Context: an optimization exercise on an open-source flow, tuned for small area. The choices shown serve that exercise and are no tape-out recipe.
The RTL was checked by simulation tests, not by an equivalence proof against the original design.
Power and IR drop assume default switching activity.

## pixel_processing
module pixel_processing#(
    parameter          ROW_NUM = 9'd96,      
    parameter          COL_NUM = 9'd32,      
    parameter          DATA_WIDTH  = 16
)(
    input              rst,
    input              video_clk,
	input     [15:0]   rgb565_i,
    input              data_valid,
	output    [15:0]   pixel_mean,
    output             odata_val
   );
Size: about 740 flip-flops, roughly 36 I/O pins, about 0.018 mm^2 of cells after synthesis.
==> module pixel_processing, before the edit <==
module pixel_processing#(
    parameter          ROW_NUM = 9'd96,      
    parameter          COL_NUM = 9'd32,      
    parameter          DATA_WIDTH  = 16
)(
    input              rst,
    input              video_clk,
	input     [15:0]   rgb565_i,
    input              data_valid,
	output    [15:0]   pixel_mean,
    output             odata_val
   );
localparam AW = 22;             
localparam NL = 4;              
localparam NS = 8;              
reg [4:0]   col_cnt;
reg [6:0]   row_cnt;
reg         pend;
reg [15:0]  pix;
reg [2:0]   ph;
reg [NL*AW-1:0] ring [0:NS-1];
wire [NL*AW-1:0] port_q = ring[NS-1];
wire        hit  = pend && (ph == col_cnt[4:2]);
wire [1:0]  lane = col_cnt[1:0];
wire        clr  = row_cnt[1:0] == 2'd0;
wire        last_col = col_cnt == COL_NUM-1;
wire        edge_row = (row_cnt[6:2] == 5'd0) || (row_cnt[6:2] == ROW_NUM/4-1);
wire        emit = (row_cnt[1:0] == 2'd3) && (edge_row || col_cnt == 5'd0 || last_col);
wire [AW-1:0] acc = clr ? {AW{1'b0}} : port_q[lane*AW +: AW];
wire [6:0]  sum_r = acc[21:15] + pix[15:11];
wire [7:0]  sum_g = acc[14:7]  + pix[10:5];
wire [6:0]  sum_b = acc[6:0]   + pix[4:0];
wire [AW-1:0] sum = {sum_r, sum_g, sum_b};
assign pixel_mean = {sum_r[6:2], sum_g[7:2], sum_b[6:2]};
assign odata_val  = hit && emit;
integer i;
always@(posedge video_clk)begin
    for (i = 1; i < NS; i = i + 1) ring[i] <= ring[i-1];
    for (i = 0; i < NL; i = i + 1)
        ring[0][i*AW +: AW] <= (hit && lane == i) ? sum : port_q[i*AW +: AW];
end
always@(posedge video_clk)begin
    if (data_valid) pix <= rgb565_i;
end
always@(posedge video_clk or posedge rst)begin
    if(rst)begin
        ph      <= 'b0;
        pend    <= 1'b0;
        col_cnt <= 'b0;
        row_cnt <= 'b0;
    end else begin
        ph <= ph + 1'b1;
        if (data_valid)  pend <= 1'b1;
        else if (hit)    pend <= 1'b0;
        if (hit) begin
            col_cnt <= col_cnt + 1'b1;
            if (last_col) row_cnt <= (row_cnt == ROW_NUM-1) ? 7'd0 : row_cnt + 1'b1;
        end
    end
end
endmodule
export LEC_CHECK = 0
export CAP_MARGIN = 20
export CORE_MARGIN = 2
export CORE_UTILIZATION = 70
export SLEW_MARGIN = 20
create_clock -name core_clock -period 10.0 [get_ports {video_clk}]
standard.sh (not shown) runs the stock make flow with config.mk's settings and CLKGATE_MAP_FILE= SYNTH_SCRIPT=/design/flow/synth_recipe.tcl, a recipe that flattens the netlist after the stock synthesis.
==> flow/flow/run.sh <==
#!/bin/bash
# Own layout flow: the standard flow (standard.sh) with two changes:
# CTS without dummy loads and with smaller clock buffers, and the smallest
# buffer cell for the port buffers. Each tool's output is in orfs/logs/;
# the whole make output is in flow_make.log.
set -euo pipefail
here=$(cd "$(dirname "$0")" && pwd)
source "$here/knobs.sh"
export CTS_ARGS BUFFER_PORTS_ARGS
bash standard.sh finish > flow_make.log 2>&1
==> flow/flow/knobs.sh <==
CTS_ARGS="-sink_clustering_enable -repair_clock_nets -sink_clustering_size 20 -sink_clustering_max_diameter 40 -buf_list sky130_fd_sc_hd__clkbuf_8 -dont_use_dummy_load"
BUFFER_PORTS_ARGS="-buffer_cell sky130_fd_sc_hd__buf_1"
Change:
--- a/flow/design.v
+++ b/flow/design.v
@@ -28,9 +28,29 @@
 wire        edge_row = (row_cnt[6:2] == 5'd0) || (row_cnt[6:2] == ROW_NUM/4-1);
 wire        emit = (row_cnt[1:0] == 2'd3) && (edge_row || col_cnt == 5'd0 || last_col);
-wire [AW-1:0] acc = clr ? {AW{1'b0}} : port_q[lane*AW +: AW];
-wire [6:0]  sum_r = acc[21:15] + pix[15:11];
-wire [7:0]  sum_g = acc[14:7]  + pix[10:5];
-wire [6:0]  sum_b = acc[6:0]   + pix[4:0];
-wire [AW-1:0] sum = {sum_r, sum_g, sum_b};
+wire [NL-1:0] wsel;    
+wire [NL-1:0] rsel;    
+reg  [AW-1:0] acc;
+genvar g;
+generate for (g = 0; g < NL; g = g + 1) begin : dec
+    assign wsel[g] = hit && lane == g;
+    assign rsel[g] = !clr && lane == g;
+end endgenerate
+integer k;
+always @(*) begin
+    acc = {AW{1'b0}};
+    for (k = 0; k < NL; k = k + 1) acc = acc | ({AW{rsel[k]}} & port_q[k*AW +: AW]);
+end
+wire [AW-1:0] addend = {2'b0, pix[15:11], 2'b0, pix[10:5], 2'b0, pix[4:0]};
+wire [AW-1:0] sum;
+wire [AW:0]   cy;
+genvar b;
+generate for (b = 0; b < AW; b = b + 1) begin : add
+    wire cin = (b == 0 || b == 7 || b == 15) ? 1'b0 : cy[b];
+    assign sum[b]  = acc[b] ^ addend[b] ^ cin;
+    assign cy[b+1] = (acc[b] & addend[b]) | (cin & (acc[b] ^ addend[b]));
+end endgenerate
+wire [6:0]  sum_r = sum[21:15];
+wire [7:0]  sum_g = sum[14:7];
+wire [6:0]  sum_b = sum[6:0];
 assign pixel_mean = {sum_r[6:2], sum_g[7:2], sum_b[6:2]};
 assign odata_val  = hit && emit;
@@ -39,5 +59,5 @@
     for (i = 1; i < NS; i = i + 1) ring[i] <= ring[i-1];
     for (i = 0; i < NL; i = i + 1)
-        ring[0][i*AW +: AW] <= (hit && lane == i) ? sum : port_q[i*AW +: AW];
+        ring[0][i*AW +: AW] <= ({AW{wsel[i]}} & sum) | ({AW{~wsel[i]}} & port_q[i*AW +: AW]);
 end
 always@(posedge video_clk)begin
After rerunning:
- cell area is lower by 2.7%
- routed wire length is lower by 2.6%
- worst setup slack loses 0.96 ns
- flip-flop and latch count is unchanged
- hold slack loses 0.014 ns
- clock power hardly moves
- die area is lower by 2.4%
- clock skew is lower by 0.0036 ns
- area after synthesis is lower by 2.5%

==> port drivers added, routing unchanged <==
No port has a modelled driver above. Below, the same layouts with a new extraction and two added sets of constraints.
Step 1: set_driving_cell puts a clkbuf_16 on video_clk and a buf_2 on each other input, an assumption about the parent block.
Step 2 times the ports against the registers' clock, not the clock port: input delays grow and output delays shrink by t, the midpoint of the rising clock arrivals with the driver on.
Slacks: ideal ports / drivers / drivers and shift; pairs: ideal ports / drivers.
run	t, ns	slack for setup (ns)	hold slack, ns	worst setup path after step 2
the first run	0.619	3.973 / 3.928 / 4.547	0.283 / 0.283 / 0.283	register to output
the second run	0.607	3.009 / 2.967 / 3.574	0.270 / 0.270 / 0.270	register to output
After both steps setup and hold are still met in every run listed.
